What follows belongs to an exercise in optimizing a design on an open flow for small area, a short achievable clock period and few clock cycles; a production flow would make more cautious choices. At most, simulation tests tie the RTL to the original design; equivalence was not proved.

Setup of job 4516:
## lab9
module lab9(x,y,z,clk,reset,start,done);
input [7:0]x,y;
input clk,reset;
input start;
output [7:0]z;
output done;
reg [7:0] a, b;
reg busy;
wire [7:0] o = a | b;
wire [7:0] m = o & ~(o - 8'd1);           
wire a_even = ~|(a & m);
wire b_even = ~|(b & m);
wire fin = (a == b) | ~|a | ~|b;
wire [8:0] dab = {1'b0, a} - {1'b0, b};
wire [7:0] dba = b - a;
wire a_ge = ~dab[8];
assign done = busy & fin;
assign z = a | b;
always @(posedge clk) begin
	if (reset) begin
		busy <= 1'b0;
	end else if (start && (!busy || fin)) begin
		a <= x;
		b <= y;
		busy <= 1'b1;
	end else if (busy) begin
		if (fin) begin
			busy <= 1'b0;
		end else if (a_even) begin
			a <= a >> 1;
		end else if (b_even) begin
			b <= b >> 1;
		end else if (a_ge) begin
			a <= dab[7:1];
		end else begin
			a <= dba[7:1];
			b <= a;
		end
	end
end
endmodule
Settings: LEC_CHECK=0, CAP_MARGIN=20, CORE_MARGIN=2, CORE_UTILIZATION=40, SLEW_MARGIN=20; clock period 5.0 ns.
run.sh (not shown) runs the stock make flow with config.mk's settings and CLKGATE_MAP_FILE= SYNTH_SCRIPT=/design/flow/synth_recipe.tcl, a recipe that flattens the netlist after the stock synthesis.
Job 4516 was carried through to the last stage, and its layout satisfied the timing, DRC and antenna checks.
Changes in job 1193 relative to job 4516:
# job 4516
export LEC_CHECK = 0
export CAP_MARGIN = 20
export CORE_MARGIN = 2
export CORE_UTILIZATION = 40
export SLEW_MARGIN = 20
create_clock -name core_clock -period 5.0 [get_ports {clk}]
# job 1193
export LEC_CHECK = 0
export CAP_MARGIN = 20
export CORE_MARGIN = 2
export CORE_UTILIZATION = 40
export SETUP_SLACK_MARGIN = 2.5
export SLEW_MARGIN = 20
create_clock -name core_clock -period 5.0 [get_ports {clk}]
Findings:
[compare] base=job 4516 new=job 1193: post-layout minimum cycle time lower, total count of max-transition violations in the final report roughly the same, upper clock frequency limit higher. Summary of the comparison: transition at the pin with the smallest max-transition slack is lower in job 1193, relative to job 4516. Comparing job 4516 and job 1193, the higher total wirelength of the detailed-routed design is on job 1193.
#### Input delta (job 6068 over job 1193)
# job 1193
export LEC_CHECK = 0
export CAP_MARGIN = 20
export CORE_MARGIN = 2
export CORE_UTILIZATION = 40
export SETUP_SLACK_MARGIN = 2.5
export SLEW_MARGIN = 20
create_clock -name core_clock -period 5.0 [get_ports {clk}]
# job 6068
export LEC_CHECK = 0
export CAP_MARGIN = 20
export CORE_MARGIN = 2
export CORE_UTILIZATION = 40
export SETUP_SLACK_MARGIN = 1.5
export SLEW_MARGIN = 20
create_clock -name core_clock -period 5.0 [get_ports {clk}]
==> run summary <==
- No stage failed in job 1193, and the final checks on the layout all came back clean.
- No stage failed in job 6068, and the final checks on the layout all came back clean.
- Per the comparison of job 6068 with job 1193, relative slew slack went down by 10 points, final cell utilization of the core went down by 7.5 points, clock insertion delay at the later pin of the skew report was more or less identical.
- Changes observed in job 6068 relative to job 1193: number of nets in the finished design went down 22, synthesis-stage register bit count held, clock skew held, proportion of cell area spent on the clock network went up 0.25 points, total routing usage reported by global routing went down 2.9 points.
Function was not checked in any run of this note: the RTL went through the layout flow alone.

* * *

Setup of run A:
Another version of the RTL of lab9 (not shown whole).
Size: about 290 cells after synthesis, about 18 flip-flops, about 28 I/O pins, about 1700 sq um of cells after synthesis.
==> flow/design.v (excerpt) <==
module lab9(x,y,z,clk,reset,start,done);
input [7:0]x,y;
input clk,reset;
input start;
output [7:0]z;
output reg done;
reg [7:0] a, b;
reg busy;
wire [7:0] o = a | b;
wire [7:0] lo = {|o[6:0], |o[5:0], |o[4:0], |o[3:0], |o[2:0], |o[1:0], o[0], 1'b0};
wire [7:0] m0 = ~lo;                      
wire a_odd = |(a & m0);
wire b_odd = |(b & m0);
wire d_2 = ~|((a ^ b) & ~{lo[6:0], 1'b0});
wire d_3 = ~|((a ^ b) & ~{lo[5:0], 2'b0});
wire [6:0] u = a[7:1], v = b[7:1];
wire [6:0] pr = ~(u ^ v);                 
wire [6:0] g = u & ~v;
wire [6:0] t = u | ~v;
wire [6:0] G, T;
wire g10 = g[1] | (t[1] & g[0]),  t10 = t[1] & t[0];
wire g32 = g[3] | (t[3] & g[2]),  t32 = t[3] & t[2];
wire g54 = g[5] | (t[5] & g[4]),  t54 = t[5] & t[4];
wire g20 = g[2] | (t[2] & g10),   t20 = t[2] & t10;
wire g30 = g32 | (t32 & g10),     t30 = t32 & t10;
wire g64 = g[6] | (t[6] & g54),   t64 = t[6] & t54;
assign G[0] = g[0];              assign T[0] = t[0];
assign G[1] = g10;               assign T[1] = t10;
assign G[2] = g20;               assign T[2] = t20;
assign G[3] = g30;               assign T[3] = t30;
assign G[4] = g[4] | (t[4] & g30); assign T[4] = t[4] & t30;
assign G[5] = g54 | (t54 & g30);   assign T[5] = t54 & t30;
assign G[6] = g64 | (t64 & g30);   assign T[6] = t64 & t30;
wire [6:0] c  = {G[5:0], 1'b0};           
wire [6:0] c1 = {G[5:0] | T[5:0], 1'b1};  
wire [6:0] dab = pr ^ c1;                 
wire [6:0] dba = ~(pr ^ c);               
wire a_ge = G[6] | T[6];                  
wire fin = (a == b) | ~|a;
assign z = b;
always @(posedge clk) begin
	if (reset) begin
		busy <= 1'b0;
		done <= 1'b0;
	end else begin
		done <= busy & fin & ~start;
		if (start)
			busy <= 1'b1;
		else if (fin)
			busy <= 1'b0;
	end
end
wire sh_a  = ~start & ~a_odd;             
wire swp   = ~start & a_odd & ~b_odd;     
wire sub   = ~start & a_odd & b_odd;      
wire [6:0] dd = pr ^ (a_ge ? c1 : ~c);    
wire [7:0] dsel = ({8{~d_2}} & dd) | ({8{d_2 & ~d_3}} & dd[6:1]) | ({8{d_3}} & dd[6:2]);
wire [7:0] a_nx = ({8{start}} & x) | ({8{sh_a & |(a & ~{lo[6:0], 1'b0})}} & (a >> 1)) | ({8{sh_a & ~|(a & ~{lo[6:0], 1'b0})}} & (a >> 2)) | ({8{sub}} & dsel) | ({8{swp}} & (b >> 1));
wire [7:0] b_nx = ({8{start}} & y) | ({8{(sub & ~a_ge) | swp}} & a) | ({8{sh_a | (sub & a_ge)}} & b);
always @(posedge clk) begin
	a <= a_nx;
	b <= b_nx;
end
endmodule
Settings: LEC_CHECK=0, ABC_AREA=1, CAP_MARGIN=20, CORE_MARGIN=2, CORE_UTILIZATION=40, CTS_BUF_LIST=sky130_fd_sc_hd__clkbuf_4, SETUP_SLACK_MARGIN=2.9, SLEW_MARGIN=20; clock period 5.0 ns.
standard.sh (not shown) runs the stock make flow with config.mk's settings and CLKGATE_MAP_FILE= SYNTH_SCRIPT=/design/flow/synth_recipe.tcl, a recipe that flattens the netlist after the stock synthesis.
==> flow/flow/run.sh <==
#!/bin/bash
# The standard layout with three changes:
# - synthesis maps with the ABC script flow/abc_area.script (ABC_AREA is 1):
#   ORFS's area script with a dc2 pass before dch, taken from a copy of
#   ORFS's scripts folder;
# - synthesis leaves the adder logic to ABC (ADDER_MAP_FILE empty skips
#   Yosys's extract_fa and the adder cell map);
# - every input and output port gets the smallest buffer.
set -euo pipefail
rm -rf scripts
cp -r "$FLOW_HOME/scripts" scripts
cp flow/abc_area.script scripts/abc_area.script
bash standard.sh "SCRIPTS_DIR=$PWD/scripts" "ADDER_MAP_FILE=" \
  "BUFFER_PORTS_ARGS=-buffer_cell sky130_fd_sc_hd__buf_1" finish > standard.log 2>&1
==> flow/flow/abc_area.script <==
strash
dc2
dch
map -B 0.9
topo
stime -c
buffer -c
upsize -c
dnsize -c
Per the final summary, run A finished and its layout is clean on timing, DRC and antenna.
Testbench counts of run A, summed over its fixed seeds: cycles 23,913.
Modified inputs, run B compared to run A
Settings: SETUP_SLACK_MARGIN changed from 2.9 to 2.85; CORE_UTILIZATION changed from 40 to 55.
==> flow/flow/run.sh <==
#!/bin/bash
# The standard layout with two changes: synthesis leaves the adder logic to
# ABC (ADDER_MAP_FILE empty skips Yosys's extract_fa and the adder cell map),
# and every input and output port gets the smallest buffer.
set -euo pipefail
bash standard.sh "ADDER_MAP_FILE=" \
  "BUFFER_PORTS_ARGS=-buffer_cell sky130_fd_sc_hd__buf_1" finish > standard.log 2>&1
removed: flow/flow/abc_area.script
### Flow results
Setup WNS run A -> run B: better. Summary of run B over run A: post-layout minimum cycle time dropped 0.11 ns; fraction of area in registers barely changed; fraction of the mapped netlist area in simple logic gates dropped 1.2 points. Per the comparison of run B with run A, largest incremental delay on the critical path now sits higher, sequential cell count now sits at about the same level, detailed-placement wirelength estimate now sits higher. In run B the worst slack on hold paths turned out 0.038 ns lower than in run A. Non-clock buffer count went down by more than a quarter going from run A to run B. When the final numbers for run B and run A were put side by side, the area after synthesis turned out to be greater in run B.
[inputs] run C vs run B
Settings: CORE_UTILIZATION: 55 -> 40; SETUP_SLACK_MARGIN: 2.85 -> 3.0.
--- outcome ---
Going from run B to run C, area growth from synthesis to final layout grows by 8.6 points. The setup slack in run C sits 0.013 ns above the value recorded for run B. Fraction of area in registers (higher): run B. Run C reports its destination of the critical timing path as z[7] while run B reports a[4]$_DFF_P_. Run B ended up with a[1]$_DFF_P_ as its start point of the critical path; run C ended up with b[7]$_DFF_P_. Run C against run B: final worst clock skew rose by 0.0043 ns, post-synthesis sequential area ratio stayed essentially flat. The core utilization of run C is lower than that of run B. In the reports for run B and run C, the larger count of cell instances traversed by the critical path belongs to run B. Diff run B -> run C | wire length on met2 | up by a little under 10%.
diff inputs: run C => run D
Settings: SETUP_SLACK_MARGIN changed from 3.0 to 2.9; CORE_UTILIZATION changed from 40 to 55.
Findings:
- The launch point of the worst path comes out b[7]$_DFF_P_ in one run and a[0]$_DFF_P_ in the other, namely in run C and run D respectively.
- Effective utilization at floorplan, run D and run C: higher on run D
- Run D ends up with a clock period minus worst slack that is 0.0082 ns lower than in run C.
- Fmax: run D above run C
- Measured against each other, run D and run C differ in synthesis-to-finish area growth, the higher figure coming from run C.
- Lower die area was reported by run D, not run C.
- Per the comparison of run D with run C, total global-route track usage now larger, share of layout cells above drive strength 1 now smaller, global-route wire length before repair now smaller, met3 track demand over resource in global routing comparable.
- On critical path depth: between run D and run C, it ends up lower for run C.
Here is what was changed in the inputs of run E compared with run D.
Settings: CORE_UTILIZATION now 65, was 55.
==> comparison <==
Between run D and run E, post-route clock period utilization is lower for run D, run E comes in above that. Number of buffers other than clock buffers in the final layout: run E vs run D down about 7%. Relative area change from synthesis to final layout (higher): run D.

re-timing with driven ports:
In the flow no input, the clock included, has a driving cell. The finished layouts below were timed again as built, in two steps.
Step 1 sets driving cells, clkbuf_16 on the clock port and buf_2 on the other inputs (assumed; they add their load-dependent delay and slew).
Step 2 also shifts input and output timing later by t, the mid clock arrival at the registers, as if the neighbouring blocks saw the same clock.
Three values: no drivers, after step 1, after step 2; two values: the first two.
run	t, ns	slack for setup (ns)	worst hold slack (ns)	slew at the worst register clock pin (ns)	worst data-port slew with drivers (ns)
job 4516	0.268	1.411 / 1.391 / 1.618	0.580 / 0.580 / 0.580	0.06 / 0.06	0.04
job 1193	0.267	2.264 / 2.241 / 2.313	0.570 / 0.570 / 0.570	0.06 / 0.06	0.04
job 6068	0.271	1.633 / 1.613 / 1.883	0.578 / 0.578 / 0.578	0.06 / 0.06	0.04
run A	0.307	2.953 / 2.953 / 2.821	0.488 / 0.488 / 0.488	0.10 / 0.10	0.04
run B	0.315	3.059 / 3.059 / 2.808	0.450 / 0.450 / 0.450	0.10 / 0.10	0.03
run C	0.319	3.072 / 3.050 / 2.862	0.440 / 0.440 / 0.440	0.10 / 0.10	0.03
run D	0.320	3.080 / 3.064 / 2.803	0.450 / 0.450 / 0.450	0.10 / 0.10	0.03
run E	0.315	3.050 / 3.050 / 2.809	0.437 / 0.437 / 0.437	0.10 / 0.10	0.03
After both steps every run listed still meets setup and hold. For run D, which loses most, drivers alone change the setup slack by -0.016 ns; drivers and shift together by -0.277 ns.
